This is an optimization exercise on Yosys and OpenROAD, whose aim is small area and a short achievable clock period, not a production implementation.
At most, simulation tests tie the RTL to the original design; equivalence was not proved.
Function not checked in runs 1 to 5: the RTL went through the layout flow alone.
Power is estimated from default activity; no workload was simulated.

==> design/flow/design.v <==
`timescale 1ns / 1ps
module DataPath16BitCpu_Clean(Clk,Reset,Restart,Ins,Mem_Out,PC,A,ALU_Out,B,MemWrite);
    input Clk;                           
    input Reset;                         
    input Restart;                       
    input [15:0] Ins;                    
    input [15:0] Mem_Out;                
    output [15:0] PC;                    
    output [15:0] A;                     
    output [15:0] ALU_Out;               
    output [15:0] B;                     
    output MemWrite;                     
    wire [3:0] op = Ins[15:12];
    wire [3:0] rs = Ins[11:8];
    wire [3:0] rt = Ins[7:4];
    wire [3:0] rd = Ins[3:0];
    wire is_lw  = (op == 4'd8);
    wire is_sw  = (op == 4'd10);
    wire is_bne = (op == 4'd14);
    wire is_jmp = (op == 4'd15);
    wire is_r   = (op == 4'd0) | (op == 4'd1) | (op == 4'd2) | (op == 4'd6) | (op == 4'd7);
    wire we     = is_r | is_lw;
    wire [3:0] wa = op[3] ? rt : rd;     
    assign MemWrite = is_sw;
    wire [15:0] C;                       
    wire [15:0] wsel;                    
    wire [15:0] V;                       
    wire [255:0] Rf;
    genvar i;
    generate
        for (i = 0; i < 16; i = i + 1) begin : dec
            assign wsel[i] = we & (wa == i);
        end
    endgenerate
    genvar j;
    generate
        for (j = 0; j < 16; j = j + 1) begin : rf
            reg [15:0] q;
            always @(posedge Clk)
                if (wsel[j]) q <= C;
            assign Rf[j*16 +: 16] = q;
        end
    endgenerate
    reg [15:0] Vr;
    always @(posedge Clk or negedge Reset)
        if (~Reset) Vr <= 16'd0;
        else Vr <= Vr | wsel;
    assign V = Vr;
    RdPort    rdA  (.a(rs), .V(V), .Rf(Rf), .y(A));
    RdPort    rdB  (.a(rt), .V(V), .Rf(Rf), .y(B));
    AddrGen   agen (.A(A), .off(Ins[3:0]), .y(ALU_Out));
    wire ne;
    ALU16     alu  (.op(op), .A(A), .B(B), .Mem_Out(Mem_Out), .C(C), .ne(ne));
    reg [15:0] PCr;
    wire [15:0] PC_Next;
    PCNext    pcn  (.PC(PCr), .Ins(Ins), .taken(is_bne & ne), .jmp(is_jmp), .nxt(PC_Next));
    always @(posedge Clk or negedge Restart)
        if (~Restart) PCr <= 16'd0;
        else PCr <= PC_Next;
    assign PC = PCr;
endmodule
module RdPort(a, V, Rf, y);
    input [3:0] a;
    input [15:0] V;
    input [255:0] Rf;
    output [15:0] y;
    wire [15:0] s;
    genvar b, k;
    generate
        for (k = 0; k < 16; k = k + 1) begin : dec
            assign s[k] = (a == k) & V[k];
        end
        for (b = 0; b < 16; b = b + 1) begin : bit_
            wire [7:0] p;
            for (k = 0; k < 8; k = k + 1) begin : pair
                assign p[k] = (s[2*k] & Rf[(2*k)*16 + b]) | (s[2*k+1] & Rf[(2*k+1)*16 + b]);
            end
            assign y[b] = (p[0] | p[1] | p[2] | p[3]) | (p[4] | p[5] | p[6] | p[7]);
        end
    endgenerate
endmodule
module AddrGen(A, off, y);
    input [15:0] A;
    input [3:0] off;
    output [15:0] y;
    wire [3:0] g = A[3:0] & off;
    wire [3:0] p = A[3:0] ^ off;
    wire c1 = g[0];
    wire c2 = g[1] | (p[1] & g[0]);
    wire c3 = g[2] | (p[2] & g[1]) | (p[2] & p[1] & g[0]);
    wire c4 = g[3] | (p[3] & g[2]) | (p[3] & p[2] & g[1]) | (p[3] & p[2] & p[1] & g[0]);
    wire [15:4] ones, zeros;             
    assign ones[4] = 1'b1;
    assign zeros[4] = 1'b1;
    genvar i;
    generate
        for (i = 5; i < 16; i = i + 1) begin : pfx
            assign ones[i]  = &A[i-1:4];
            assign zeros[i] = ~|A[i-1:4];
        end
    endgenerate
    wire [15:4] hi1 = off[3] ? A[15:4] : A[15:4] ^ ones;     
    wire [15:4] hi0 = off[3] ? A[15:4] ^ zeros : A[15:4];    
    assign y = {c4 ? hi1 : hi0, p ^ {c3, c2, c1, 1'b0}};
endmodule
module ALU16(op, A, B, Mem_Out, C, ne);
    input [3:0] op;
    input [15:0] A, B, Mem_Out;
    output [15:0] C;
    output ne;
    wire sub = op[2];                    
    wire [15:0] y = B ^ {16{sub}};
    wire [15:0] sum;
    Add16 add (.a(A), .b(y), .ci(sub), .s(sum), .ne(ne));   
    reg [15:0] res;
    always @(*)
        case (op[2:0])
            3'd0: res = A & B;
            3'd1: res = A | B;
            3'd7: res = {16{sum[15]}};
            default: res = sum;          
        endcase
    assign C = op[3] ? Mem_Out : res;    
endmodule
module PCNext(PC, Ins, taken, jmp, nxt);
    input [15:0] PC;
    input [15:0] Ins;
    input taken, jmp;
    output [15:0] nxt;
    wire [4:0] k = taken ? {Ins[3], Ins[3:0]} + 5'd1 : 5'd1;    
    assign nxt = jmp ? Ins : PC + {{11{k[4]}}, k};
endmodule
module Add16(a, b, ci, s, ne);
    input [15:0] a, b;
    input ci;
    output [15:0] s;
    output ne;                           
    assign s = a + b + {15'd0, ci};
    assign ne = ~&(a ^ b);
endmodule
==> design/flow/flow/run.sh <==
#!/bin/bash
# Layout flow: the standard flow (standard.sh) with these changes:
#  - synthesis is the standard flow's synthesis script (flow/synth.tcl) with other ABC
#    mapping scripts: modules on the input-to-output paths (RdPort AddrGen Add16) are mapped
#    for delay (flow/fast.abc), the rest for area (flow/area.abc); the
#    half/full-adder extraction is off. Registers are unchanged.
#  - port buffers are plain buf_4 cells;
#  - setup repair aims for a slack margin of 5 ns.
# Each step's full output goes to its own log file here.
set -euo pipefail
F=$(pwd)/flow
MY_ABC_SCRIPT=$F/area.abc MY_ABC_FAST_SCRIPT=$F/fast.abc MY_ABC_FAST_MODULES="RdPort AddrGen Add16" \
  bash standard.sh SYNTH_SCRIPT=$F/synth.tcl ADDER_MAP_FILE= SYNTH_HIERARCHICAL=1 SYNTH_MINIMUM_KEEP_SIZE=0 synth > synth.log 2>&1
bash standard.sh "BUFFER_PORTS_ARGS=-buffer_cell sky130_fd_sc_hd__buf_4" SETUP_SLACK_MARGIN=5  "CTS_ARGS=-sink_clustering_enable -repair_clock_nets -dont_use_dummy_load -buf_list {sky130_fd_sc_hd__clkbuf_4 sky130_fd_sc_hd__clkbuf_8} -sink_clustering_size 20 -sink_clustering_max_diameter 50" "BUFFER_PORTS_ARGS=-buffer_cell sky130_fd_sc_hd__buf_2" finish > layout.log 2>&1
==> design/flow/flow/area.abc <==
strash; dc2; &get -n; &dch -f; &nf -R 1000; &put
==> design/flow/flow/fast.abc <==
&get -n; &st; &dch; &nf; &put
==> design/flow/flow/synth.tcl <==
# The standard flow's synthesis script (synth_recipe.tcl) with one change: the ABC mapping
# script. MY_ABC_SCRIPT replaces ORFS's script; with SYNTH_HIERARCHICAL 1, the
# modules named in MY_ABC_FAST_MODULES are mapped with MY_ABC_FAST_SCRIPT
# instead. Registers are not touched by ABC.
proc synth {args} { yosys synth -nofsm -noshare {*}$args }
proc abc {args} {
  set i [lsearch -exact $args -script]
  if { $i < 0 || ![info exists ::env(MY_ABC_SCRIPT)] } {
    yosys abc {*}$args
    return
  }
  set fast {}
  if { [info exists ::env(MY_ABC_FAST_MODULES)] } { set fast $::env(MY_ABC_FAST_MODULES) }
  if { [llength $fast] > 0 } {
    set fargs $args
    lset fargs [expr {$i + 1}] $::env(MY_ABC_FAST_SCRIPT)
    yosys abc {*}$fargs {*}$fast
    # the rest: ABC leaves the cells mapped above alone
    lset args [expr {$i + 1}] $::env(MY_ABC_SCRIPT)
    yosys abc {*}$args
  } else {
    lset args [expr {$i + 1}] $::env(MY_ABC_SCRIPT)
    yosys abc {*}$args
  }
}
source $::env(SCRIPTS_DIR)/synth.tcl
# left out here: clear keep_hierarchy, flatten, clean up, hide names made inside functions, write 1_2_yosys.v
==> design/flow/standard.sh <==
#!/bin/bash
# synth_recipe.tcl (not shown) runs the flow's synth.tcl, then flattens the netlist and writes it again
# the make line also repeats each setting of config.mk as NAME=value (left out here)
make -C /OpenROAD-flow-scripts/flow DESIGN_CONFIG=/design/flow/config.mk WORK_HOME=/design/flow/orfs CLKGATE_MAP_FILE= SYNTH_SCRIPT=/design/flow/synth_recipe.tcl "${@:-finish}"
==> design/flow/config.mk <==
export PLATFORM = sky130hd
export DESIGN_NAME = DataPath16BitCpu_Clean
export DESIGN_NICKNAME = DataPath16BitCpu_Clean
export VERILOG_FILES = /design/flow/design.v
export SDC_FILE = /design/flow/constraint.sdc
export NUM_CORES = 4
export LEC_CHECK = 0
export CAP_MARGIN = 20
export CORE_MARGIN = 2
export CORE_UTILIZATION = 40
export PLACE_DENSITY = 0.6
export SLEW_MARGIN = 20
==> design/flow/constraint.sdc <==
create_clock -name core_clock -period 14.0 [get_ports {Clk}]
set_input_delay 2.8000 -clock core_clock [delete_from_list [all_inputs] [get_ports {Clk}]]
set_output_delay 2.8000 -clock core_clock [all_outputs]
set_load 0.01 [all_outputs]
==> results.txt, run 1 <==
- Root Buffer: clkbuf_8
- Worst hold path class: reg -> reg
- Slew @ Worst Pin: 0.9852 ns
- Clk sinks: 288
- Syn_area_per_cell: 12.52 um^2
- Net Count, Synth: 1164
- Setup TNS: 0 ns
- Delay-heaviest family, CP: simple AND/OR/NAND/NOR gates
- Most numerous cell on the critical path: buf_2
- Post-Place Setup Slack: 4.003 ns
- Vias: 11400
- Later-pin clock latency in the skew report: 0.60 ns
- Largest family of logic cells by synthesized area: compound AO/OA/AOI/OAI gates
- Wirelength per Cell: 25.43 um
- DRC violations left: 0
- Required time of the worst setup path: 11.20 ns
- CTS Buffer Depth: 3
- Status: complete, no violations
- Mux contribution to synthesized area: 0.01566
- Mapped Area: 14140 um^2
- R2R Setup Slk: 7.61 ns
- Area of the die: 36870 um^2
- Sw Ratio: 0.3340
- CP bufs+invs: 2
- Max stage delay on crit path: 0.46 ns
- Cell-internal power: 1.530 mW
- Area share of and/or/nand/nor cells after synthesis: 0.1286
- Layout cells sized above 1: 0.2045
- Share of flip-flops with an asynchronous set or reset: 0.1111
- Final Hold Fails: 0
- Gate power share: 0.329
- 1st-iter DRT viols: 1455
- Die Width: 192.0 um
- Area of the core: 34710 um^2
- EDFF count, synth: 256
- Min Tclk post-route: 8.815 ns
- XOR/XNOR Fraction of Synth Area: 0.05265
- Detailed Route WL: 45520 um
- Clock power share: 0.193
- Clk slew on worst S/H paths: 0.06 ns
- Post-synthesis adder-cell area fraction: 0.01203
- Hold Crit Depth: 1
- CP Capture Type: primary output
- RSZ-0062 raised after global routing: true
- IO Pins: 100
- Distinct cells, synth: 43
- # diodes: 0
- Num CTS Buffers: 29
- First-pass DRT Iterations: 5
- Rows: 68
- Final setup violating endpoints: 0
- CP max-delay cell: and3_4
- Setup ws final: 5.185 ns
- Stages on the worst setup path: 12
- Sequential Power Share: 0.478
- Final-report max-slew violation count: 0
- Synthesis-to-finish area growth: 17.12%
- CP Launch Type: input port
- Initial antenna violation count: 1
- Fill count: 3158
- GRT Total Usage: 0.2391
- CTS tree: done
- Synth Flop Type: edfxtp_1
- Seq cells post-synth: 288
- P_sw: 0.7671 mW
- I/O Buffers: 99
- Post-Synthesis Cells: 1129
- Sequential area share after synthesis: 0.6003
- Total of max-cap violations: 0
- H-tree level count: 1
- Die height: 192.0 um
- Power Dens Cells: 138.7 nW/um^2
- Crit path kind: in -> out
- Slew headroom: 0.3432
- Total Nets Final: 1372
- Critical Path, Cell by Cell: buf_2, nor2b_1, and3_4, a22oi_1, and4_1, nand4_1, nor2_1, o21ai_1, a21o_2, mux2_1, xnor2_1, buf_2
- Synth Area in Compound Gates: 0.1900
- Initial Util: 0.4073
- Yosys Warn Count: 8
- Final antenna-violating net count: 0
- Hold buffers post-CTS: 0
- Arr. time, crit path: 6.02 ns
- Global-route wire length before repair: 65630 um
- GPL Wtd Cong: 0.9266
- Clk_skew: 0.05133 ns
- Final period util: 0.6296
- Drt via density: 6.367
- DP HPWL: 29060 um
- Largest net degree at the start of global routing: 45
- Leakage: 5.435 nW
- Total grt overflow: 0
- Vias in the first global route: 10670
- Highest clock rate: 0.1134 GHz
- Worst hold slack: 0.5119 ns
- Critical path fanouts, max: 16
- Worst R2R Path Depth: 30
- Max IR drop VDD: 69.70 uV
==> synth_stat cells (3+ instances only) <==
| library cell | n | share of area |
|---|---|---|
| nor4_1 | 3 | 0.0013 |
| a21oi_1 | 38 | 0.013 |
| a22o_1 | 33 | 0.020 |
| o31ai_1 | 17 | 0.0090 |
| xnor2_1 | 51 | 0.032 |
| xor2_1 | 34 | 0.021 |
| nand3_1 | 11 | 0.0039 |
| mux2i_1 | 12 | 0.0085 |
| nand4_1 | 37 | 0.016 |
| a22oi_1 | 192 | 0.10 |
| nor2_1 | 75 | 0.020 |
| nor3b_1 | 3 | 0.0016 |
| mux2_1 | 9 | 0.0072 |
| and3_1 | 34 | 0.015 |
| maj3_1 | 17 | 0.012 |
| clkinv_1 | 3 | 0.00080 |
| o21ai_0 | 42 | 0.015 |
| nand2b_1 | 7 | 0.0031 |
| nor2b_1 | 11 | 0.0049 |
| nand2_1 | 88 | 0.023 |
| and4_1 | 33 | 0.020 |
| dfrtp_1 | 32 | 0.057 |
| and2_0 | 10 | 0.0044 |
| or2_0 | 19 | 0.0084 |
| nor3_1 | 6 | 0.0021 |
| edfxtp_1 | 256 | 0.54 |
| a221oi_1 | 33 | 0.020 |
==> registers in the layout, summed over array words and instances (netlist names) <==
| name | cells |
|---|---|
| rf.q | 256 |
| Vr | 16 |
| PCr | 16 |
==> power groups by stage <==
stage	Clock, mW	Combinational (mW)	Sequential, mW
3_3_place_gp	0	0.663	1.11
6_report	0.444	0.756	1.10
4_1_cts	0.453	0.694	1.09
2_1_floorplan	0	0.414	1.12
5_1_grt	0.489	0.814	1.11
3_5_place_dp	0	0.670	1.11
==> final timing paths <==
kind / from / to
worst max-delay path: Ins[11] / ALU_Out[13]
worst min-delay path: Vr[2] / Vr[2]
worst max register to register: Vr[9] / PCr[14]
worst min register to register: Vr[2] / Vr[2]
max in group asynchronous: Restart / PCr[7]
min in group asynchronous: Reset / Vr[14]
==> modules after synthesis, one instance, submodules excluded <==
module	times used	flops+latches
ALU16	1	0
Add16	1	0
AddrGen	1	0
DataPath16BitCpu_Clean	1	288
PCNext	1	0
RdPort	2	0
==> cell type report <==
type                            count  area, um^2  share of cell area
Clock buffer                       29       399.1             0.02410
Inverter                            3       11.26           0.0006800
Multi-Input combinational cell    839        5991              0.3617
Sequential cell                   288        8488              0.5125
Tap cell                          455       569.3             0.03438
Timing Repair Buffer              176        1102             0.06656
==> stage by stage <==
| stage | cells | util | power (mW) | cell area [um^2] |
|---|---|---|---|---|
| 2_1_floorplan | 1129 | - | 1.529 | 14140 |
| 3_3_place_gp | 1713 | 0.4448 | 1.775 | 15440 |
| 3_5_place_dp | 1714 | 0.4454 | 1.783 | 15460 |
| 4_1_cts | 1754 | 0.4628 | 2.242 | 16070 |
| 5_1_grt | 1790 | 0.4771 | 2.408 | 16560 |
| 6_report | 1790 | 0.4771 | 2.297 | 16560 |
==> cell families (layout without fill, tap and decap cells) <==
kind of cell,after synthesis,count (layout)
adder cells (fa/ha/maj),17,17
buffers and inverters,3,208
flip-flops,288,288
AO/OA/AOI/OAI,372,372
XOR/XNOR,85,85
multiplexers,21,21
AND/OR/NAND/NOR,343,344
==> per-layer routing <==
layer,GRT usage,vias to the layer above,wire [um]
met3,0.03581,96,4425
met4,0.06958,2,1122
met5,0,-,9
li1,-,5026,-
met1,0.3267,5618,18690
met2,0.3960,655,21280
==> timing repair <==
action,4_1_cts,5_1_grt
setup endpoints to repair,16,13
resized for setup,41,47
endpoints found under the hold margin,0,0
setup buffers,11,35
pin swaps,4,23
gates cloned,0,1
==> cells in the final DEF, fill, tap and decap left out, types with 6 or more instances in the layout <==
cell	n
buf_2	99
and4_1	31
nand2_1	88
a221oi_1	33
dfrtp_1	32
and3_4	19
xnor2_2	15
nor2b_1	10
o31ai_1	17
clkbuf_8	29
nor3_1	6
nand4_1	37
edfxtp_1	256
a22oi_1	192
xor2_1	30
and3_2	14
mux2i_1	12
buf_4	74
mux2_1	9
nand3_1	11
a21oi_1	36
or2_0	19
and2_0	9
maj3_1	17
xnor2_1	36
a22o_1	33
nor2_1	71
o21ai_0	38
nand2b_1	7
==> inputs of run 2 (changes only) <==
--- a/design/flow/design.v
+++ b/design/flow/design.v
@@ -39,3 +39,3 @@
             always @(posedge Clk)
-                if (wsel[j]) q <= C;
+                if (wsel[j]) q <= ~C;      
             assign Rf[j*16 +: 16] = q;
@@ -75,3 +75,3 @@
             for (k = 0; k < 8; k = k + 1) begin : pair
-                assign p[k] = (s[2*k] & Rf[(2*k)*16 + b]) | (s[2*k+1] & Rf[(2*k+1)*16 + b]);
+                assign p[k] = ~((~s[2*k] | Rf[(2*k)*16 + b]) & (~s[2*k+1] | Rf[(2*k+1)*16 + b]));
             end
--- a/design/flow/config.mk
+++ b/design/flow/config.mk
@@ -9,4 +9,4 @@
 export CORE_MARGIN = 2
-export CORE_UTILIZATION = 40
-export PLACE_DENSITY = 0.6
+export CORE_UTILIZATION = 65
+export PLACE_DENSITY = 0.8
 export SLEW_MARGIN = 20
==> run 2 against run 1 <==
Fmax decreased by 3.3%. First-iteration DRC count increased by 53%. Critical path depth increased by 1. Final area decreased by 1.1%. Still clean. Die area decreased by 39%.
==> results.txt, run 2 <==
- Status: complete, no violations
- First-pass DRT Iterations: 6
- CP bufs+invs: 3
- DP HPWL: 29450 um
- I/O Buffers: 99
- Total of max-cap violations: 0
- Global-route wire length before repair: 67170 um
- Max FFs per register: 256
- Crit path kind: in -> out
- Slew headroom: 0.2267
- Max stage delay on crit path: 0.74 ns
- DRC violations left: 0
- Root Buffer: clkbuf_8
- Slew @ Worst Pin: 1.159 ns
- Clk slew on worst S/H paths: 0.06 ns
- GRT Total Usage: 0.4050
- Area of the die: 22410 um^2
- Net Count, Synth: 1210
- Clk_skew: 0.09843 ns
- Dominant cell type by area after synthesis: edfxtp_1
- Hold Crit Start: Vr[15]
- Synth Flop Type: edfxtp_1
- Commonest cells post-synth: edfxtp_1 (256), o22ai_1 (256), nand2_1 (120)
- 1st-iter DRT viols: 2224
- Hold Crit Depth: 1
- Detailed Route WL: 47910 um
- Worst R2R Path Depth: 29
- Final antenna-violating net count: 0
- Critical Path, Cell by Cell: buf_2, nor2b_1, nand3_1, buf_4, o22ai_1, nor4_1, nand2_2, xnor2_1, nor2_1, a21oi_2, mux2i_1, xor2_1, buf_2
- Required time of the worst setup path: 11.20 ns
- CP Launch Type: input port
- RSZ-0062 raised after global routing: true
- Post-Place Setup Slack: 3.615 ns
- Worst hold path class: reg -> reg
- Area of the core: 20960 um^2
- Highest clock rate: 0.1097 GHz
- Post-Synthesis Cells: 1175
- Most frequent cells in the layout: edfxtp_1 (256), o22ai_1 (255), nand2_1 (106)
- Power Dens Cells: 140.8 nW/um^2
- Distinct cells, synth: 43
- Vias: 12460
- CP Capture Type: primary output
- Power Total: 2.307 mW
- Sequential area share after synthesis: 0.6152
- Yosys Warn Count: 8
- Syn_area_per_cell: 11.74 um^2
- Num CTS Buffers: 26
- Most area-consuming cells after synthesis: edfxtp_1 (56%), o22ai_1 (12%), dfrtp_1 (5.8%), nand2_1 (3.3%), xnor2_1 (3.2%)
- FF-to-FF Start: Vr[5]
- Top flop regs: rf.q: 256 flops, PCr: 16 flops, Vr: 16 flops
- Wirelength per Cell: 29.30 um
- Layout cells sized above 1: 0.2221
- Hold endpoint: Vr[15]
- CP max-delay cell: nor4_1
- Final period util: 0.6510
- Max IR drop VDD: 132.4 uV
- Share of flip-flops with an asynchronous set or reset: 0.1111
- Most numerous cell on the critical path: buf_2
- Final-report max-slew violation count: 0
- IO Pins: 100
- Rows: 53
- EDFF count, synth: 256
- Arr. time, crit path: 6.31 ns
- Largest Register: rf.q
- GPL Wtd Cong: 1.015
- Setup ws final: 4.886 ns
- CTS tree: done
- # diodes: 0
- Fill count: 1284
- Setup TNS: 0 ns
- Top cell type's share of synthesized area: 0.5572
- H-tree level count: 1
- Vias in the first global route: 11380
- Critical path startpoint: Ins[10]
- Seq cells post-synth: 288
- Later-pin clock latency in the skew report: 0.61 ns
- Final setup violating endpoints: 0
- Synthesis-to-finish area growth: 18.72%
- Drt via density: 7.621
- Initial Util: 0.6584
- Clk sinks: 288
- R2R Setup Slk: 7.34 ns
- Die height: 149.7 um
- Initial antenna violation count: 0
- Leakage: 5.473 nW
- Min Tclk post-route: 9.114 ns
- Total grt overflow: 0
- Hold buffers post-CTS: 0
- Critical R2R Capture: PCr[14]
- Total Nets Final: 1397
- Final Hold Fails: 0
- Critical path fanouts, max: 16
- Most common cell after layout, fill and taps aside: edfxtp_1
- Delay-heaviest family, CP: simple AND/OR/NAND/NOR gates
- Die Width: 149.7 um
- Largest net degree at the start of global routing: 45
- Stages on the worst setup path: 13
- CTS Buffer Depth: 3
- Mapped Area: 13800 um^2
[run 2: cells by family after synthesis]
group                      share of synthesized area
AOI/OAI and AO/OA                             0.1657
xor gates and xnor gates                     0.05396
adders and majority gates                    0.01233
buffers and inverters                       0.005169
DFF                                           0.6152
muxes                                        0.01605
and+or+nand+nor                               0.1316
[run 2: worst max path at each step]
stage                   to  slack, ns
6_report       ALU_Out[15]       4.89
3_3_place_gp       PCr[14]       3.75
5_1_grt            PCr[14]       4.75
3_5_place_dp       PCr[14]       3.61
2_1_floorplan      PCr[14]       5.48
4_1_cts        ALU_Out[15]       4.94
[run 2: cell type report]
class | count | area, um^2 | area share
inverters | 19 | 71.32 | 0.004354
multi-input cells | 870 | 6150 | 0.3754
clock buffers | 26 | 357.8 | 0.02185
flip-flops and latches | 288 | 8488 | 0.5182
well taps | 275 | 344.1 | 0.02101
repair buffers | 157 | 968.4 | 0.05912
[run 2: metal layers]
| metal | global-route usage | vias to the layer above | share of wire |
|---|---|---|---|
| li1 | - | 5107 | - |
| met1 | 0.5645 | 5823 | 0.34 |
| met2 | 0.6018 | 1272 | 0.44 |
| met3 | 0.08811 | 258 | 0.16 |
| met4 | 0.2175 | 0 | 0.062 |
| met5 | 0 | - | 0 |
[run 2: modules after synthesis, one instance, submodules excluded]
| module | area (um^2) | cells inside |
|---|---|---|
| Add16 | 684.4 | 111 |
| DataPath16BitCpu_Clean | 8895 | 364 |
| PCNext | 694.4 | 125 |
| ALU16 | 641.9 | 102 |
| AddrGen | 511.7 | 75 |
| RdPort | 1185 | 199 |
[run 2: what timing repair did]
action                     CTS  global route
buffers inserted            20            21
gates resized for setup     63            85
gates cloned                 0             2
pin swaps                    7            24
setup endpoints to repair   18            18
[run 2: worst register-to-register path, delay by kind of cell (launching register included)]
family                    cells  cell delay [ns]
DFF                           1             0.51
and+or+nand+nor              12             2.90
buffers and inverters         1             0.28
AOI/OAI and AO/OA            12             2.01
xor gates and xnor gates      3             0.54
muxes                         1             0.28
[run 2: metrics by stage]
stage	instance area (um^2)	hold slack [ns]	utilization	instances
after global placement	14780	0.4885	0.7055	1566
after CTS	15680	0.5222	0.7482	1612
after global routing	16380	0.5817	0.7816	1635
after detailed placement	14790	0.4922	0.7058	1566
final	16380	0.5562	0.7816	1635
after floorplan	13800	0.4651	-	1175
[run 2: where the power goes]
part	internal [mW]	total, mW	switching, mW
clock	0.165	0.431	0.266
combinational	0.269	0.765	0.496
sequential	1.06	1.11	0.0537
total	1.49	2.31	0.815
==> inputs of run 3 (changes only) <==
--- a/design/flow/config.mk
+++ b/design/flow/config.mk
@@ -9,4 +9,4 @@
 export CORE_MARGIN = 2
-export CORE_UTILIZATION = 65
-export PLACE_DENSITY = 0.8
+export CORE_UTILIZATION = 55
+export PLACE_DENSITY = 0.7
 export SLEW_MARGIN = 20
==> run 3 against run 2 <==
Register-to-register slack better by 0.31 ns. Total power up 0.13%. Routed wire length down 1.8%. Sequential power about the same. Die area up 18%. Critical path depth down 1. Clock skew up 0.016 ns. Clock power up 3%. Combinational power down 1%.
==> results.txt, run 3 <==
- Min Tclk post-route: 8.845 ns
- GPL Wtd Cong: 0.9743
- DRC violations left: 0
- Dominant cell type by area after synthesis: edfxtp_1
- CTS Buffer Depth: 3
- Area of the die: 26370 um^2
- Area of the core: 24460 um^2
- Crit path kind: in -> out
- Critical Path, Cell by Cell: buf_2, nor2_1, nand3_4, o22ai_1, nor4_1, nand2_1, nand2_1, o21ai_1, a21o_2, mux2_1, xnor2_1, buf_2
- 1st-iter DRT viols: 1722
- DP HPWL: 29070 um
- Total Nets Final: 1389
- Final-report max-slew violation count: 0
- Arr. time, crit path: 6.04 ns
- Final antenna-violating net count: 0
- Top cell type's share of synthesized area: 0.5572
- Post-Synthesis Cells: 1175
- EDFF count, synth: 256
- Global-route wire length before repair: 67500 um
- Final Cell Area: 16400 um^2
- Max IR drop VDD: 86.07 uV
- Hold buffers post-CTS: 0
- Status: complete, no violations
- Power Dens Cells: 140.8 nW/um^2
- Total grt overflow: 0
- Clk sinks: 288
- CP max-delay cell: nor2_1
- Seq cells post-synth: 288
- GRT Total Usage: 0.3472
- Vias: 12090
- CP Launch Type: input port
- Initial antenna violation count: 0
- Vias in the first global route: 11130
- CP bufs+invs: 2
- RSZ-0062 raised after global routing: true
- IO Pins: 100
- Max stage delay on crit path: 0.50 ns
- Drt via density: 7.213
- Most frequent cells in the layout: o22ai_1 (256), edfxtp_1 (256), nand2_1 (105)
- Root Buffer: clkbuf_8
- Net Count, Synth: 1210
- H-tree level count: 1
- CTS tree: done
- Top flop regs: rf.q: 256 flops, PCr: 16 flops, Vr: 16 flops
- Slew headroom: 0.3668
- Later-pin clock latency in the skew report: 0.64 ns
- Highest clock rate: 0.1131 GHz
- Slew @ Worst Pin: 0.9497 ns
- Synth Flop Type: edfxtp_1
- Commonest cells post-synth: edfxtp_1 (256), o22ai_1 (256), nand2_1 (120)
- Mapped Area: 13800 um^2
- Required time of the worst setup path: 11.20 ns
- Post-DP Area: 14940 um^2
- Most area-consuming cells after synthesis: edfxtp_1 (56%), o22ai_1 (12%), dfrtp_1 (5.8%), nand2_1 (3.3%), xnor2_1 (3.2%)
- Rows: 57
- Largest net degree at the start of global routing: 45
- Final setup violating endpoints: 0
- Wirelength per Cell: 28.09 um
- Final period util: 0.6318
- Share of flip-flops with an asynchronous set or reset: 0.1111
- Num CTS Buffers: 28
- Leakage: 5.482 nW
- Initial Util: 0.5640
- Setup TNS: 0 ns
- Layout cells sized above 1: 0.2152
- Critical path fanouts, max: 16
- Sequential area share after synthesis: 0.6152
- Synthesis-to-finish area growth: 18.90%
- Final Hold Fails: 0
- Largest Register: rf.q
- I/O Buffers: 99
- Clk slew on worst S/H paths: 0.07 ns
- # diodes: 0
- Delay-heaviest family, CP: simple AND/OR/NAND/NOR gates
- Clk_skew: 0.1143 ns
- Detailed Route WL: 47070 um
- Yosys Warn Count: 8
- Distinct cells, synth: 43
- Total of max-cap violations: 0
- CP Capture Type: primary output
- First-pass DRT Iterations: 6
- Die height: 162.4 um
- Syn_area_per_cell: 11.74 um^2
- Die Width: 162.4 um
- Worst hold path class: reg -> reg
- Max FFs per register: 256
==> run 3: logic make-up after synthesis <==
logic type               Yosys count  synth area share
AO/OA/AOI/OAI                    372            0.1657
buffers and inverters             19          0.005169
multiplexers                      21           0.01605
adder cells (fa/ha/maj)           17           0.01233
XOR/XNOR                          85           0.05396
flip-flops                       288            0.6152
AND/OR/NAND/NOR                  373            0.1316
==> run 3: path summary, 6_finish.rpt <==
| kind | start | end | slack [ns] | depth (start not counted) |
|---|---|---|---|---|
| min in group asynchronous | Reset | Vr[11] | 2.15 | 1 |
| max | Ins[8] | ALU_Out[13] | 5.16 | 12 |
| min | Vr[14] | Vr[14] | 0.52 | 1 |
| max in group asynchronous | Restart | PCr[5] | 11.54 | 1 |
| max reg2reg | Vr[14] | PCr[14] | 7.65 | 30 |
| min reg2reg | Vr[14] | Vr[14] | 0.52 | 1 |
==> run 3: worst reg2reg max path, delay by kind of cell, from the launching register on <==
family | cells | cell delay, ns
XOR/XNOR | 3 | 0.66
AO/OA/AOI/OAI | 11 | 1.95
AND/OR/NAND/NOR | 13 | 2.50
flip-flops | 1 | 0.40
buffers and inverters | 2 | 0.46
multiplexers | 1 | 0.28
==> run 3: final cells by class <==
cell class                      instances  area, um^2
Multi-Input combinational cell        868        6140
Timing Repair Buffer                  149       914.6
Clock buffer                           28       385.4
Sequential cell                       288        8488
Inverter                               19       71.32
Fill cell                            1802        8058
Tap cell                              324       405.4
==> run 3: per-module statistics from Yosys, one instance, submodules excluded <==
module	cell area, um^2	cells inside
DataPath16BitCpu_Clean	8895	364
PCNext	694.4	125
ALU16	641.9	102
RdPort	1185	199
Add16	684.4	111
AddrGen	511.7	75
==> run 3: power by group <==
| part | total, mW | internal [mW] | switching [mW] |
|---|---|---|---|
| clock network | 0.446 | 0.177 | 0.269 |
| registers | 1.11 | 1.06 | 0.0498 |
| logic | 0.757 | 0.273 | 0.484 |
==> run 3: per-stage QoR <==
step	hold WS, ns	worst slack (ns)	util	total power, mW	instances
6_report	0.5192	5.155	0.6706	2.310	1676
5_1_grt	0.5348	4.860	0.6706	2.399	1676
4_1_cts	0.5245	4.937	0.6457	2.238	1655
3_5_place_dp	0.4902	3.560	0.6109	1.779	1625
3_3_place_gp	0.4817	3.729	0.6098	1.767	1624
2_1_floorplan	0.4651	5.485	-	1.532	1175
==> run 3: layer usage <==
layer  global-route usage  up-vias  wire length, um
met2               0.5346      996            21160
met4               0.1718        0             2912
met3              0.07079      193             6272
li1                     -     5108                -
met5                    0        -                0
met1               0.4751     5792            16730
==> run 3: what timing repair did <==
item                                    CTS  global route
buffers inserted                          2            21
pin swaps                                 1            17
gates resized for setup                  79            72
endpoints found under the setup margin   18            14
hold endpoints to repair                  0             0
==> inputs of run 4 (changes only) <==
--- a/design/flow/design.v
+++ b/design/flow/design.v
@@ -39,3 +39,3 @@
             always @(posedge Clk)
-                if (wsel[j]) q <= ~C;      
+                if (wsel[j]) q <= C;
             assign Rf[j*16 +: 16] = q;
@@ -75,3 +75,3 @@
             for (k = 0; k < 8; k = k + 1) begin : pair
-                assign p[k] = ~((~s[2*k] | Rf[(2*k)*16 + b]) & (~s[2*k+1] | Rf[(2*k+1)*16 + b]));
+                assign p[k] = (s[2*k] & Rf[(2*k)*16 + b]) | (s[2*k+1] & Rf[(2*k+1)*16 + b]);
             end
--- a/design/flow/flow/run.sh
+++ b/design/flow/flow/run.sh
@@ -13,2 +13,2 @@
   bash standard.sh SYNTH_SCRIPT=$F/synth.tcl ADDER_MAP_FILE= SYNTH_HIERARCHICAL=1 SYNTH_MINIMUM_KEEP_SIZE=0 synth > synth.log 2>&1
-bash standard.sh "BUFFER_PORTS_ARGS=-buffer_cell sky130_fd_sc_hd__buf_4" SETUP_SLACK_MARGIN=5  "CTS_ARGS=-sink_clustering_enable -repair_clock_nets -dont_use_dummy_load -buf_list {sky130_fd_sc_hd__clkbuf_4 sky130_fd_sc_hd__clkbuf_8} -sink_clustering_size 20 -sink_clustering_max_diameter 50" "BUFFER_PORTS_ARGS=-buffer_cell sky130_fd_sc_hd__buf_2" finish > layout.log 2>&1
+bash standard.sh "BUFFER_PORTS_ARGS=-buffer_cell sky130_fd_sc_hd__buf_4" SETUP_SLACK_MARGIN=5  "CTS_ARGS=-sink_clustering_enable -repair_clock_nets -dont_use_dummy_load -buf_list {sky130_fd_sc_hd__clkbuf_4 sky130_fd_sc_hd__clkbuf_8} -sink_clustering_size 16 -sink_clustering_max_diameter 40" "BUFFER_PORTS_ARGS=-buffer_cell sky130_fd_sc_hd__buf_2" finish > layout.log 2>&1
--- a/design/flow/config.mk
+++ b/design/flow/config.mk
@@ -9,4 +9,4 @@
 export CORE_MARGIN = 2
-export CORE_UTILIZATION = 55
-export PLACE_DENSITY = 0.7
+export CORE_UTILIZATION = 40
+export PLACE_DENSITY = 0.6
 export SLEW_MARGIN = 20
==> run 4 against run 3 <==
First-iteration DRC count shrank 20%. Critical path depth is the same. Highest routed layer is now met5. Fmax grew 0.59%. Synthesized cell count shrank 3.9%. Core utilization shrank 19 points.
==> results.txt, run 4 <==
- Sequential area share after synthesis: 0.6003
- CTS Buffer Depth: 3
- Die Width: 192.0 um
- Final Hold Fails: 0
- Synth Flop Type: edfxtp_1
- Drt via density: 6.316
- IO Pins: 100
- Non-filler instance count after layout: 1815
- Synthesis-to-finish area growth: 18.92%
- Global-route wire length before repair: 65980 um
- Die height: 192.0 um
- Sequential Power Share: 0.465
- Fin util: 0.4844
- Total of max-cap violations: 0
- Gate power share: 0.326
- Initial antenna violation count: 2
- Clk slew on worst S/H paths: 0.06 ns
- Later-pin clock latency in the skew report: 0.57 ns
- H-tree level count: 2
- Most frequent cells in the layout: edfxtp_1 (256), a22oi_1 (192), buf_2 (99)
- Rows: 68
- Max FFs per register: 256
- Required time of the worst setup path: 11.20 ns
- EDFF count, synth: 256
- Top cell type's share of synthesized area: 0.5437
- CTS tree: done
- Most common cell after layout, fill and taps aside: edfxtp_1
- Total Nets Final: 1397
- Syn_area_per_cell: 12.52 um^2
- Most common cell in the netlist: edfxtp_1
- Post-Synthesis Cells: 1129
- Slew headroom: 0.3655
- Area of the die: 36870 um^2
- CP max-delay cell: and3_4
- Highest clock rate: 0.1137 GHz
- Final period util: 0.6281
- Sw Ratio: 0.3319
- Total grt overflow: 0
- Area of the core: 34710 um^2
- GPL Wtd Cong: 0.9266
- 1st-iter DRT viols: 1378
- Power Dens Cells: 140.7 nW/um^2
- Detailed Route WL: 46400 um
- Dominant cell type by area after synthesis: edfxtp_1
- Cells after DPL: 1714
- Clk_skew: 0.08169 ns
- Arr. time, crit path: 5.99 ns
- I/O Buffers: 99
- Layout cells sized above 1: 0.2213
- Vias: 11460
- Distinct cells, synth: 43
- Yosys Warn Count: 8
- Largest Register: rf.q
- Vias in the first global route: 10730
- Status: complete, no violations
- Critical Path, Cell by Cell: buf_2, nor2b_1, and3_4, a22oi_1, and4_1, nand4_1, nor2_1, o21ai_1, a21o_2, mux2_1, xnor2_1, buf_2
- DRC violations left: 0
- Leakage: 5.585 nW
- Wirelength per Cell: 25.56 um
- Max IR drop VDD: 63.30 uV
- Root Buffer: clkbuf_8
- Setup ws final: 5.207 ns
- Crit path kind: in -> out
- Cell-internal power: 1.581 mW
- Clock power share: 0.209
- Most area-consuming cells after synthesis: edfxtp_1 (54%), a22oi_1 (10%), dfrtp_1 (5.7%), xnor2_1 (3.2%), nand2_1 (2.3%)
- Critical path fanouts, max: 16
- Mapped Area: 14140 um^2
- Final-report max-slew violation count: 0
- Num CTS Buffers: 35
- Fill count: 3133
- CP Launch Type: input port
- P_sw: 0.7852 mW
- Worst hold path class: reg -> reg
- Initial Util: 0.4073
- Slew @ Worst Pin: 0.9517 ns
- Most numerous cell on the critical path: buf_2
- CP Capture Type: primary output
- Commonest cells post-synth: edfxtp_1 (256), a22oi_1 (192), nand2_1 (88)
- Net Count, Synth: 1164
- GRT Total Usage: 0.2408
- Setup TNS: 0 ns
- Max stage delay on crit path: 0.43 ns
- Min Tclk post-route: 8.793 ns
- Seq cells post-synth: 288
- # diodes: 0
- Share of flip-flops with an asynchronous set or reset: 0.1111
- RSZ-0062 raised after global routing: true
- Clk sinks: 288
- DP HPWL: 29060 um
- Post-Place Setup Slack: 4.003 ns
- Final setup violating endpoints: 0
- Top flop regs: rf.q: 256 flops, PCr: 16 flops, Vr: 16 flops
- First-pass DRT Iterations: 6
- Largest net degree at the start of global routing: 45
- Final antenna-violating net count: 0
==> run 4: path summary, 6_finish.rpt <==
check | depth (start not counted) | from | slack (ns) | to
max in group asynchronous | 1 | Reset | 11.48 | Vr[15]
min in group asynchronous | 1 | Reset | 2.16 | Vr[7]
hold reg to reg | 1 | Vr[2] | 0.51 | Vr[2]
hold / removal | 1 | Vr[2] | 0.51 | Vr[2]
setup reg to reg | 29 | Vr[13] | 7.60 | PCr[14]
setup / recovery | 12 | Ins[8] | 5.21 | ALU_Out[13]
==> run 4: final cells by class <==
cell class                      instances  area (um^2)  area share
Sequential cell                       288         8488      0.5048
Multi-Input combinational cell        841         6022      0.3581
Timing Repair Buffer                  193         1242     0.07389
Tap cell                              455        569.3     0.03386
Clock buffer                           35        481.7     0.02865
Inverter                                3        11.26   0.0006697
==> run 4: per-layer routing <==
layer | share of wire | GRT usage | vias up
li1 | - | - | 5081
met1 | 0.40 | 0.3230 | 5608
met2 | 0.47 | 0.3971 | 660
met3 | 0.11 | 0.04623 | 113
met4 | 0.027 | 0.07193 | 2
met5 | 0.00019 | 0 | -
==> run 4: through the flow <==
stage | power (mW) | cell area, um^2 | hold WS, ns
after global routing | 2.474 | 16810 | 0.5283
final | 2.366 | 16810 | 0.5101
after detailed placement | 1.783 | 15460 | 0.4768
after global placement | 1.775 | 15440 | 0.4737
after CTS | 2.294 | 16160 | 0.4935
after floorplan | 1.529 | 14140 | 0.4493
==> run 4: kinds of logic (layout without fill, tap and decap cells) <==
group                      after synthesis  in the layout  share of synthesized area
and+or+nand+nor                        343            346                     0.1286
AOI/OAI and AO/OA                      372            372                     0.1900
DFF                                    288            288                     0.6003
xor gates and xnor gates                85             85                    0.05265
muxes                                   21             21                    0.01566
buffers and inverters                    3            231                  0.0007963
adders and majority gates               17             17                    0.01203
==> run 4: power by group through the flow <==
stage | combinational [mW] | clock (mW) | sequential (mW)
after floorplan | 0.414 | 0 | 1.12
after global placement | 0.663 | 0 | 1.11
after detailed placement | 0.670 | 0 | 1.11
after CTS | 0.697 | 0.503 | 1.09
after global routing | 0.830 | 0.537 | 1.11
final | 0.772 | 0.494 | 1.10
==> run 4: worst max-delay path: cells and delay by family <==
kind | cells | cell delay [ns]
and+or+nand+nor | 5 | 1.53
xor gates and xnor gates | 1 | 0.13
AOI/OAI and AO/OA | 3 | 0.87
buffers and inverters | 2 | 0.26
muxes | 1 | 0.38
==> run 4: per-module statistics from Yosys (local to each module, per instance) <==
module | area [um^2] | times used
Add16 | 684.4 | 1
PCNext | 694.4 | 1
RdPort | 1386 | 2
AddrGen | 511.7 | 1
DataPath16BitCpu_Clean | 8835 | 1
ALU16 | 641.9 | 1
==> run 4: what timing repair did <==
action / CTS / global route
gates resized for setup: 40 / 53
gates cloned: 0 / 3
pin swaps: 5 / 32
hold buffers: 0 / 0
setup endpoints to repair: 16 / 13
setup buffers: 13 / 50
==> inputs of run 5 (changes only) <==
--- a/design/flow/flow/run.sh
+++ b/design/flow/flow/run.sh
@@ -13,2 +13,2 @@
   bash standard.sh SYNTH_SCRIPT=$F/synth.tcl ADDER_MAP_FILE= SYNTH_HIERARCHICAL=1 SYNTH_MINIMUM_KEEP_SIZE=0 synth > synth.log 2>&1
-bash standard.sh "BUFFER_PORTS_ARGS=-buffer_cell sky130_fd_sc_hd__buf_4" SETUP_SLACK_MARGIN=5  "CTS_ARGS=-sink_clustering_enable -repair_clock_nets -dont_use_dummy_load -buf_list {sky130_fd_sc_hd__clkbuf_4 sky130_fd_sc_hd__clkbuf_8} -sink_clustering_size 16 -sink_clustering_max_diameter 40" "BUFFER_PORTS_ARGS=-buffer_cell sky130_fd_sc_hd__buf_2" finish > layout.log 2>&1
+bash standard.sh "BUFFER_PORTS_ARGS=-buffer_cell sky130_fd_sc_hd__buf_4" SETUP_SLACK_MARGIN=5  "CTS_ARGS=-sink_clustering_enable -repair_clock_nets -dont_use_dummy_load -buf_list {sky130_fd_sc_hd__clkbuf_4 sky130_fd_sc_hd__clkbuf_8} -sink_clustering_size 12 -sink_clustering_max_diameter 40" "BUFFER_PORTS_ARGS=-buffer_cell sky130_fd_sc_hd__buf_2" finish > layout.log 2>&1
==> run 5 against run 4 <==
Combinational power decreased by 2%. Clock skew decreased by 0.011 ns. Synthesized cell count unchanged. Sequential power about the same.
==> results.txt, run 5 <==
- Clk sinks: 288
- Most frequent cells in the layout: edfxtp_1 (256), a22oi_1 (192), buf_2 (99)
- Sequential Power Share: 0.461
- Wirelength per Cell: 25.44 um
- Final Hold Fails: 0
- Dominant cell type by area after synthesis: edfxtp_1
- Crit path kind: in -> out
- Worst R2R Path Depth: 29
- 1st-iter DRT viols: 1344
- Clk slew on worst S/H paths: 0.07 ns
- Seq cells post-synth: 288
- Mapped Area: 14140 um^2
- Most area-consuming cells after synthesis: edfxtp_1 (54%), a22oi_1 (10%), dfrtp_1 (5.7%), xnor2_1 (3.2%), nand2_1 (2.3%)
- Drt via density: 6.321
- # diodes: 0
- Die Width: 192.0 um
- Area of the core: 34710 um^2
- Most common cell after layout, fill and taps aside: edfxtp_1
- Most numerous cell on the critical path: buf_2
- Max FFs per register: 256
- DP HPWL: 29060 um
- Post-Synthesis Cells: 1129
- CP bufs+invs: 2
- Detailed Route WL: 46050 um
- RSZ-0062 raised after global routing: true
- Top cell type's share of synthesized area: 0.5437
- Slew headroom: 0.3583
- Largest Register: rf.q
- Cell-internal power: 1.597 mW
- CTS tree: done
- Synth Flop Type: edfxtp_1
- Share of flip-flops with an asynchronous set or reset: 0.1111
- Sequential area share after synthesis: 0.6003
- Gate power share: 0.318
- Root Buffer: clkbuf_8
- Vias: 11440
- Min Tclk post-route: 8.810 ns
- Later-pin clock latency in the skew report: 0.56 ns
- Global-route wire length before repair: 66090 um
- Syn_area_per_cell: 12.52 um^2
- Post-DP Area: 15460 um^2
- Final setup violating endpoints: 0
- R2R Setup Slk: 7.56 ns
- GRT Total Usage: 0.2412
- Final period util: 0.6293
- Fill count: 3158
- EDFF count, synth: 256
- Clk_skew: 0.07044 ns
- Highest clock rate: 0.1135 GHz
- Stages on the worst setup path: 12
- DRC violations left: 0
- M1 WL: 18560 um
- Worst setup path endpoint: ALU_Out[13]
- Synthesis-to-finish area growth: 18.53%
- Slew @ Worst Pin: 0.9625 ns
- H-tree level count: 2
- Critical Path, Cell by Cell: buf_2, nor2b_1, and3_4, a22oi_1, and4_1, nand4_1, nor2_1, o21ai_1, a21o_2, mux2_1, xnor2_1, buf_2
- Total of max-cap violations: 0
- Commonest cells post-synth: edfxtp_1 (256), a22oi_1 (192), nand2_1 (88)
- Die height: 192.0 um
- Max IR drop VDD: 63.25 uV
- FF-to-FF Start: Vr[13]
- Vias in the first global route: 10740
- Critical R2R Capture: PCr[14]
- Area of the die: 36870 um^2
- Initial antenna violation count: 2
- P_sw: 0.7856 mW
- Arr. time, crit path: 6.01 ns
- Layout cells sized above 1: 0.2155
- Sw Ratio: 0.3297
- GPL Wtd Cong: 0.9266
- Final antenna-violating net count: 0
- CP Capture Type: primary output
- Uppermost routed layer: met5
- Critical path startpoint: Ins[11]
- Net Count, Synth: 1164
- Final-report max-slew violation count: 0
- Hold Crit Start: Vr[1]
- Total grt overflow: 0
- Met3 wire length: 4599 um
- Most common cell in the netlist: edfxtp_1
- Delay-heaviest family, CP: simple AND/OR/NAND/NOR gates
- Distinct cells, synth: 43
- Met2 WL: 21690 um
- Max stage delay on crit path: 0.46 ns
- IO Pins: 100
- Initial Util: 0.4073
- First-pass DRT Iterations: 7
- Power Dens Cells: 142.2 nW/um^2
- Critical path fanouts, max: 16
- Rows: 68
- Hold buffers post-CTS: 0
- Num CTS Buffers: 39
- Leakage: 5.555 nW
- Required time of the worst setup path: 11.20 ns
- Clock power share: 0.220
- CP Launch Type: input port
- Total Nets Final: 1392
- Final Cell Area: 16760 um^2
- Setup TNS: 0 ns
- CP max-delay cell: and3_4
- Largest net degree at the start of global routing: 45
- Yosys Warn Count: 8
- Top flop regs: rf.q: 256 flops, PCr: 16 flops, Vr: 16 flops
- I/O Buffers: 99
- Worst hold path class: reg -> reg
- Status: complete, no violations
- CTS Buffer Depth: 3
[run 5: cells by family (layout without fill, tap and decap cells)]
kind of cell | Yosys count | in the layout | synth area share
buf+inv | 3 | 227 | 0.0007963
flops | 288 | 288 | 0.6003
simple gates | 343 | 345 | 0.1286
xor+xnor | 85 | 85 | 0.05265
compound gates | 372 | 372 | 0.1900
mux | 21 | 21 | 0.01566
fa+ha+maj | 17 | 17 | 0.01203
[run 5: routing by layer]
metal,GRT usage,up-vias
li1,-,5066
met2,0.3970,627
met3,0.04129,104
met4,0.07193,2
met1,0.3275,5642
met5,0,-
[run 5: Yosys stat by module, one instance, submodules excluded]
module,area (um^2),cells,flip-flops and latches
PCNext,694.4,125,0
AddrGen,511.7,75,0
ALU16,641.9,102,0
Add16,684.4,111,0
RdPort,1386,184,0
DataPath16BitCpu_Clean,8835,348,288
[run 5: power groups by stage]
stage / sequential [mW] / combinational (mW) / clock, mW
CTS: 1.10 / 0.698 / 0.533
global route: 1.11 / 0.817 / 0.571
global placement: 1.11 / 0.663 / 0
finish: 1.10 / 0.759 / 0.525
floorplan: 1.12 / 0.414 / 0
detailed placement: 1.11 / 0.670 / 0
[run 5: worst reg2reg max path, delay by kind of cell (launching register included)]
kind	cells	cell delay, ns
simple gates	12	2.69
compound gates	12	2.14
flops	1	0.45
mux	1	0.28
xor+xnor	4	0.77
[run 5: through the flow]
step | worst slack, ns | util | total power, mW | instances | hold WS [ns]
2_1_floorplan | 5.320 | - | 1.529 | 1129 | 0.4493
3_3_place_gp | 4.104 | 0.4448 | 1.775 | 1713 | 0.4737
3_5_place_dp | 4.003 | 0.4454 | 1.783 | 1714 | 0.4768
4_1_cts | 5.025 | 0.4675 | 2.326 | 1768 | 0.4935
5_1_grt | 4.897 | 0.4828 | 2.494 | 1810 | 0.5260
6_report | 5.190 | 0.4828 | 2.383 | 1810 | 0.5098
[run 5: area by class of cell]
cell class / count / area, um^2 / area share
clock buffer: 39 / 536.8 / 0.03203
inverter: 3 / 11.26 / 0.0006719
multi-input combinational: 840 / 5997 / 0.3578
sequential: 288 / 8488 / 0.5065
tap: 455 / 569.3 / 0.03397
timing repair buffer: 185 / 1157 / 0.06906
[run 5: worst min-delay path by stage]
stage	end	slack, ns	cells past startpoint
after floorplan	Vr[0]	0.45	1
after global placement	Vr[15]	0.47	1
after detailed placement	Vr[7]	0.48	1
after CTS	Vr[15]	0.49	1
after global routing	Vr[4]	0.53	1
final	Vr[1]	0.51	1
[run 5: what timing repair did]
| action | CTS | global route |
|---|---|---|
| setup endpoints to repair | 16 | 12 |
| gates cloned | 0 | 2 |
| pin swaps | 5 | 26 |
| buffers inserted | 15 | 40 |
| gates resized for setup | 40 | 48 |
==> inputs of run 6 (changes only) <==
--- a/design/flow/design.v
+++ b/design/flow/design.v
@@ -73,7 +73,9 @@
         for (b = 0; b < 16; b = b + 1) begin : bit_
-            wire [7:0] p;
-            for (k = 0; k < 8; k = k + 1) begin : pair
-                assign p[k] = (s[2*k] & Rf[(2*k)*16 + b]) | (s[2*k+1] & Rf[(2*k+1)*16 + b]);
+            wire [5:0] p;
+            for (k = 0; k < 5; k = k + 1) begin : grp
+                assign p[k] = (s[3*k] & Rf[(3*k)*16 + b]) | (s[3*k+1] & Rf[(3*k+1)*16 + b])
+                            | (s[3*k+2] & Rf[(3*k+2)*16 + b]);
             end
-            assign y[b] = (p[0] | p[1] | p[2] | p[3]) | (p[4] | p[5] | p[6] | p[7]);
+            assign p[5] = s[15] & Rf[15*16 + b];
+            assign y[b] = (p[0] | p[1] | p[2]) | (p[3] | p[4] | p[5]);
         end
--- a/design/flow/flow/run.sh
+++ b/design/flow/flow/run.sh
@@ -7,3 +7,3 @@
 #  - port buffers are plain buf_4 cells;
-#  - setup repair aims for a slack margin of 5 ns.
+#  - setup repair aims for a slack margin of 5.5 ns.
 # Each step's full output goes to its own log file here.
@@ -13,2 +13,2 @@
   bash standard.sh SYNTH_SCRIPT=$F/synth.tcl ADDER_MAP_FILE= SYNTH_HIERARCHICAL=1 SYNTH_MINIMUM_KEEP_SIZE=0 synth > synth.log 2>&1
-bash standard.sh "BUFFER_PORTS_ARGS=-buffer_cell sky130_fd_sc_hd__buf_4" SETUP_SLACK_MARGIN=5  "CTS_ARGS=-sink_clustering_enable -repair_clock_nets -dont_use_dummy_load -buf_list {sky130_fd_sc_hd__clkbuf_4 sky130_fd_sc_hd__clkbuf_8} -sink_clustering_size 12 -sink_clustering_max_diameter 40" "BUFFER_PORTS_ARGS=-buffer_cell sky130_fd_sc_hd__buf_2" finish > layout.log 2>&1
+bash standard.sh "BUFFER_PORTS_ARGS=-buffer_cell sky130_fd_sc_hd__buf_4" SETUP_SLACK_MARGIN=5.5  "CTS_ARGS=-sink_clustering_enable -repair_clock_nets -dont_use_dummy_load -buf_list {sky130_fd_sc_hd__clkbuf_4 sky130_fd_sc_hd__clkbuf_8} -sink_clustering_size 20 -sink_clustering_max_diameter 50" "BUFFER_PORTS_ARGS=-buffer_cell sky130_fd_sc_hd__buf_2" finish > layout.log 2>&1
==> run 6 against run 5 <==
Die area shrank 1.7%. First-iteration DRC count grew 60%. Sequential power is essentially flat. Register-to-register slack gained 0.09 ns. Final area grew 0.57%. Fmax grew 2.7%. Routed wire length grew 7.6%. Non-clock buffer count shrank 3. Worst hold slack gained 0.012 ns.
==> results.txt, run 6 <==
- Status: complete, no violations
- CP max-delay cell: a222oi_1
- Commonest cells post-synth: edfxtp_1 (256), a222oi_1 (160), nand2_1 (120)
- Power Total: 2.378 mW
- EDFF count, synth: 256
- Clk_skew: 0.08247 ns
- Net Count, Synth: 1132
- Post-DP Area: 15350 um^2
- H-tree level count: 1
- Final Cell Area: 16850 um^2
- Yosys Warn Count: 8
- Hold Crit Depth: 1
- Sequential area share after synthesis: 0.6107
- Global-route wire length before repair: 69480 um
- Largest Register: rf.q
- R2R Setup Slk: 7.65 ns
- Total of max-cap violations: 0
- Root Buffer: clkbuf_8
- Top cell type's share of synthesized area: 0.5531
- Final antenna-violating net count: 0
- Total Nets Final: 1346
- CTS Buffer Depth: 3
- Most frequent cells in the layout: edfxtp_1 (256), a222oi_1 (160), nand2_1 (119)
- Setup TNS: 0 ns
- Syn_area_per_cell: 12.67 um^2
- Fill count: 3054
- Layout cells sized above 1: 0.2552
- Min Tclk post-route: 8.578 ns
- Required time of the worst setup path: 11.20 ns
- Final Hold Fails: 0
- Final period util: 0.6127
- Slew @ Worst Pin: 1.092 ns
- Area of the multi-input gates: 6137 um^2
- Clk sinks: 288
- Post-Place Setup Slack: 4.033 ns
- Delay-heaviest family, CP: simple AND/OR/NAND/NOR gates
- Area of the core: 34370 um^2
- Synth Area in Compound Gates: 0.1645
- Share of flip-flops with an asynchronous set or reset: 0.1111
- Post-Synthesis Cells: 1097
- Post-synthesis adder-cell area fraction: 0.01224
- CP Capture Type: primary output
- Crit path kind: in -> out
- Wirelength per Cell: 28.08 um
- I/O Buffers: 99
- Total grt overflow: 0
- IO Pins: 100
- Power Dens Cells: 141.1 nW/um^2
- Setup ws final: 5.422 ns
- Worst hold slack: 0.5214 ns
- Stages on the worst setup path: 14
- 1st-iter DRT viols: 2155
- Final-report max-slew violation count: 0
- Die height: 190.4 um
- Vias in the first global route: 10840
- Detailed Route WL: 49570 um
- Later-pin clock latency in the skew report: 0.62 ns
- Drt via density: 6.608
- Critical path startpoint: Ins[9]
- Top flop regs: rf.q: 256 flops, PCr: 16 flops, Vr: 16 flops
- Worst hold path class: reg -> reg
- Initial antenna violation count: 0
- DP HPWL: 31280 um
- Critical R2R Capture: PCr[14]
- Register Area: 8488 um^2
- Largest family of logic cells by synthesized area: compound AO/OA/AOI/OAI gates
- Synth Flop Type: edfxtp_1
- DRC violations left: 0
- Max stage delay on crit path: 0.41 ns
- Worst setup path endpoint: ALU_Out[13]
- Area share of and/or/nand/nor cells after synthesis: 0.1423
- Arr. time, crit path: 5.78 ns
- CP Launch Type: input port
- Worst R2R Path Depth: 33
- Num CTS Buffers: 28
- Most common cell after layout, fill and taps aside: edfxtp_1
- Die Width: 190.4 um
- Most area-consuming cells after synthesis: edfxtp_1 (55%), a222oi_1 (12%), dfrtp_1 (5.8%), nand2_1 (3.2%), xnor2_1 (3.2%)
- Mux contribution to synthesized area: 0.01593
- RSZ-0062 raised after global routing: true
- Critical path fanouts, max: 8
- Max FFs per register: 256
- Critical Path, Cell by Cell: buf_8, and2_4, and3_4, buf_12, a222oi_1, nand3_1, or2_0, buf_6, nor4b_4, nor4bb_4, nand2b_1, mux2_4, xnor2_2, buf_2
- GRT Total Usage: 0.2605
- Dominant cell type by area after synthesis: edfxtp_1
- Hold buffers post-CTS: 0
- Largest net degree at the start of global routing: 45
- Most common cell in the netlist: edfxtp_1
- Final setup violating endpoints: 0
- FF-to-FF Start: Vr[3]
- Max IR drop VDD: 72.70 uV
- First-pass DRT Iterations: 10
- Mapped Area: 13900 um^2
- Leakage: 5.848 nW
- GPL Wtd Cong: 0.9518
- Rows: 68
- CP bufs+invs: 4
- XOR/XNOR Fraction of Synth Area: 0.05356
- Synthesis-to-finish area growth: 21.26%
- Vias: 11660
- Seq cells post-synth: 288
- Clk slew on worst S/H paths: 0.09 ns
- Slew headroom: 0.2722
- Highest clock rate: 0.1166 GHz
- Initial Util: 0.4044
- CTS tree: done
- Area of the die: 36260 um^2
- Distinct cells, synth: 43
==> run 6: cell count changes in the layout (fill, tap and decap cells not counted), moves of 16 or more <==
| cell | before | now |
|---|---|---|
| or2_1 | 0 | 16 |
| nand2_1 | 88 | 119 |
| a22o_1 | 33 | 1 |
| nand3_1 | 11 | 74 |
| nor2_1 | 71 | 55 |
| and4_1 | 32 | 1 |
| a222oi_1 | 0 | 160 |
| a22oi_1 | 192 | 0 |
| nand4_1 | 37 | 5 |
| a221oi_1 | 33 | 1 |
==> run 6: timing repair <==
action | CTS | global route
setup buffers | 24 | 15
pin swaps | 29 | 48
resized for setup | 121 | 89
endpoints found under the setup margin | 20 | 33
cloned | 1 | 2
==> run 6: cells by family after synthesis <==
| logic type | Yosys count |
|---|---|
| adders and majority gates | 17 |
| buffers and inverters | 3 |
| and+or+nand+nor | 407 |
| AOI/OAI and AO/OA | 276 |
| muxes | 21 |
| DFF | 288 |
| xor gates and xnor gates | 85 |
==> run 6: how the worst min path moves through the flow <==
stage               start  endpoint  slack, ns
floorplan           Vr[0]     Vr[0]       0.45
global placement    Vr[1]     Vr[1]       0.47
detailed placement  Vr[4]     Vr[4]       0.49
CTS                 Vr[4]     Vr[4]       0.51
global route        Vr[4]     Vr[4]       0.54
finish              Vr[4]     Vr[4]       0.52
==> run 6: per-layer routing <==
metal,GRT usage,up-vias,wire (um)
met3,0.04012,118,5475
met4,0.1052,0,2162
met5,0,-,0
met2,0.4224,792,22730
li1,-,4978,-
met1,0.3511,5775,19200
==> run 6: final cells by class <==
class,count,share of cell area
sequential,288,0.5036
tap,455,0.03378
multi-input combinational,808,0.3641
clock buffer,28,0.02286
timing repair buffer,182,0.07483
inverter,3,0.0006681
antenna,1,0.0001485
==> run 6: power breakdown <==
part	switching (mW)	total (mW)	internal [mW]	leakage (nW)
clock	0.259	0.436	0.177	0.201
combinational	0.506	0.840	0.334	2.97
sequential	0.0461	1.10	1.06	2.67
total	0.811	2.38	1.57	5.85
==> run 6: Yosys stat by module, one instance, submodules excluded <==
module,cells,area [um^2],copies in the design,flops+latches
AddrGen,75,511.7,1,0
PCNext,125,694.4,1,0
RdPort,168,1266,2,0
ALU16,102,641.9,1,0
DataPath16BitCpu_Clean,348,8835,1,288
Add16,111,684.4,1,0
==> run 6: stage by stage <==
| stage | instances | util |
|---|---|---|
| 3_5_place_dp | 1693 | 0.4466 |
| 3_3_place_gp | 1692 | 0.4458 |
| 4_1_cts | 1746 | 0.4758 |
| 6_report | 1765 | 0.4904 |
| 5_1_grt | 1764 | 0.4903 |
| 2_1_floorplan | 1097 | - |
==> run 6: worst register-to-register path: cells and delay by family (launching register included) <==
kind                   cells  cell delay [ns]
AND/OR/NAND/NOR           14             2.61
buffers and inverters      3             0.47
multiplexers               1             0.28
AO/OA/AOI/OAI             12             2.07
XOR/XNOR                   3             0.38
flip-flops                 1             0.45
==> inputs of run 7 (changes only) <==
==> design/flow/flow/run.sh (replaced) <==
#!/bin/bash
# Layout flow: the standard flow (standard.sh) with these changes:
#  - synthesis is the standard flow's synthesis script (flow/synth.tcl) with other ABC
#    mapping scripts: modules on the input-to-output paths (RdPort AddrGen Add16) are mapped
#    for delay (flow/fast.abc), the rest for area (flow/area.abc); the
#    half/full-adder extraction is off. Registers are unchanged.
#  - port buffers are plain buf_4 cells;
#  - setup repair aims for a slack margin of 5 ns.
# Each step's full output goes to its own log file here.
set -euo pipefail
F=$(pwd)/flow
MY_ABC_SCRIPT=$F/area.abc MY_ABC_FAST_SCRIPT=$F/fast.abc MY_ABC_FAST_MODULES="RdPort AddrGen Add16" \
  bash standard.sh SYNTH_SCRIPT=$F/synth.tcl ADDER_MAP_FILE= SYNTH_HIERARCHICAL=1 SYNTH_MINIMUM_KEEP_SIZE=0 synth > synth.log 2>&1
bash standard.sh "BUFFER_PORTS_ARGS=-buffer_cell sky130_fd_sc_hd__buf_4" SETUP_SLACK_MARGIN=5  "CTS_ARGS=-sink_clustering_enable -repair_clock_nets -dont_use_dummy_load -buf_list {sky130_fd_sc_hd__clkbuf_4 sky130_fd_sc_hd__clkbuf_8} -sink_clustering_size 20 -sink_clustering_max_diameter 50" "BUFFER_PORTS_ARGS=-buffer_cell sky130_fd_sc_hd__buf_2" finish > layout.log 2>&1
--- a/design/flow/config.mk
+++ b/design/flow/config.mk
@@ -7,3 +7,3 @@
 export LEC_CHECK = 0
-export CAP_MARGIN = 20
+export CAP_MARGIN = 5
 export CORE_MARGIN = 2
@@ -11,2 +11,2 @@
 export PLACE_DENSITY = 0.6
-export SLEW_MARGIN = 20
+export SLEW_MARGIN = 5
==> run 7 against run 6 <==
Clock power up 14%. Total power fell by 0.73%. Non-clock buffer count decreased by 22. Sequential cell count stayed put. Largest power group unchanged. First-iteration DRC count decreased by 7.2%. Area after synthesis unchanged. Critical path depth down 2. Still clean. Clock skew grew 0.020 ns. Setup slack worse by 0.29 ns. Final area fell by 3.9%.
==> results.txt, run 7 <==
- Min Tclk post-route: 8.872 ns
- Worst setup path endpoint: ALU_Out[15]
- Worst hold path class: reg -> reg
- Synth Flop Type: edfxtp_1
- Later-pin clock latency in the skew report: 0.58 ns
- Max FFs per register: 256
- FF-to-FF Start: Vr[8]
- Slew headroom: 0.1693
- Vias in the first global route: 10970
- RSZ-0062 raised after global routing: true
- Most area-consuming cells after synthesis: edfxtp_1 (55%), a222oi_1 (12%), dfrtp_1 (5.8%), nand2_1 (3.2%), xnor2_1 (3.2%)
- Worst R2R Path Depth: 32
- Die Width: 190.4 um
- Most frequent cells in the layout: edfxtp_1 (256), a222oi_1 (160), nand2_1 (120)
- Critical Path, Cell by Cell: buf_2, nor2b_1, and3_2, a222oi_1, nand3_1, or2_1, nand4_1, nor4_2, nand4_1, mux2i_2, xor2_1, buf_2
- Met3 GRT Util: 0.05116
- Syn_area_per_cell: 12.67 um^2
- Power Dens Cells: 145.8 nW/um^2
- Synthesis-to-finish area growth: 16.47%
- R2R Setup Slk: 7.48 ns
- Critical R2R Capture: PCr[14]
- Delay-heaviest family, CP: simple AND/OR/NAND/NOR gates
- Final-report max-slew violation count: 0
- CP bufs+invs: 2
- Max stage delay on crit path: 0.54 ns
- Total grt overflow: 0
- Sw Ratio: 0.3424
- First-pass DRT Iterations: 12
- Num CTS Buffers: 34
- GPL Wtd Cong: 0.9340
- Top cell type's share of synthesized area: 0.5531
- Leakage: 5.621 nW
- Worst hold slack: 0.5008 ns
- H-tree level count: 2
- Die height: 190.4 um
- Dominant cell type by area after synthesis: edfxtp_1
- Total Nets Final: 1328
- Fill count: 3123
- Mapped Area: 13900 um^2
- EDFF count, synth: 256
- Post-Place Setup Slack: 3.825 ns
- Most common cell in the netlist: edfxtp_1
- Final setup violating endpoints: 0
- IO Pins: 100
- Wirelength per Cell: 27.91 um
- Hold buffers post-CTS: 0
- Area of the multi-input gates: 5697 um^2
- Fin util: 0.4710
- DP HPWL: 31450 um
- Area of the core: 34370 um^2
- CP Capture Type: primary output
- Clk sinks: 288
- Status: complete, no violations
- Net Count, Synth: 1132
- CTS Buffer Depth: 3
- Largest net degree at the start of global routing: 45
- Root Buffer: clkbuf_8
- Initial antenna violation count: 0
- Post-Synthesis Cells: 1097
- Clock power share: 0.210
- Met2 Use GR: 0.4076
- Final Cell Area: 16190 um^2
- Non-filler instance count after layout: 1747
- Clk_skew: 0.1020 ns
- Critical path startpoint: Ins[10]
- Slew @ Worst Pin: 1.245 ns
- Post-DP Area: 15340 um^2
- Initial Util: 0.4044
- CP Launch Type: input port
- Register Area: 8488 um^2
- Final Hold Fails: 0
## run 7: changes by cell type in the layout (fill, tap and decap cells not counted), sizes merged
cell / change
buf: -21
clkbuf: +6
and3: -2
bufbuf: -1
## run 7: worst min path at each step
| stage | start | endpoint | slack (ns) | cells after the start |
|---|---|---|---|---|
| 2_1_floorplan | Vr[0] | Vr[0] | 0.45 | 1 |
| 6_report | Vr[9] | Vr[9] | 0.50 | 1 |
| 5_1_grt | Vr[9] | Vr[9] | 0.52 | 1 |
| 4_1_cts | Vr[5] | Vr[5] | 0.49 | 1 |
| 3_3_place_gp | Vr[5] | Vr[5] | 0.49 | 1 |
| 3_5_place_dp | Vr[5] | Vr[5] | 0.48 | 1 |
## run 7: logic make-up (layout without fill, tap and decap cells)
| logic type | after synthesis | count (layout) | synth area share |
|---|---|---|---|
| AO/OA/AOI/OAI | 276 | 276 | 0.1645 |
| XOR/XNOR | 85 | 85 | 0.05356 |
| adder cells (fa/ha/maj) | 17 | 17 | 0.01224 |
| buffers and inverters | 3 | 197 | 0.0008101 |
| flip-flops | 288 | 288 | 0.6107 |
| multiplexers | 21 | 21 | 0.01593 |
| other | 0 | 1 | 0 |
| AND/OR/NAND/NOR | 407 | 407 | 0.1423 |
## run 7: layout make-up
| type | count | share of cell area |
|---|---|---|
| antenna | 1 | 0.0001546 |
| clock buffer | 34 | 0.02890 |
| inverter | 3 | 0.0006956 |
| multi-input combinational | 806 | 0.3519 |
| sequential | 288 | 0.5243 |
| tap | 455 | 0.03516 |
| timing repair buffer | 160 | 0.05889 |
## run 7: routing by layer
metal,wire length [um],up-vias
li1,-,4940
met1,19250,5598
met2,21850,776
met3,5387,102
met4,2278,0
met5,0,-
## run 7: what timing repair did
action	CTS	global route
resized for setup	44	41
pin swaps	2	17
endpoints found under the setup margin	16	14
buffers inserted	3	11
## run 7: power by group through the flow
stage | Combinational [mW] | Sequential (mW) | Clock [mW]
floorplan | 0.417 | 1.11 | 0
global placement | 0.701 | 1.11 | 0
detailed placement | 0.708 | 1.11 | 0
CTS | 0.729 | 1.10 | 0.502
global route | 0.828 | 1.10 | 0.536
finish | 0.767 | 1.10 | 0.495
## run 7: modules after synthesis (local to each module, per instance)
module                  times used  cells  area [um^2]
ALU16                            1    102        641.9
RdPort                           2    168         1266
Add16                            1    111        684.4
AddrGen                          1     75        511.7
DataPath16BitCpu_Clean           1    348         8835
PCNext                           1    125        694.4

Re-timed with assumed drivers on the ports (clkbuf_16 on the clock, buf_2 on other inputs), run 7 has 5.102 ns of setup slack against 5.128 ns with ideal ports, and 4.667 ns once port delays also move by the mid clock arrival of 0.567 ns.
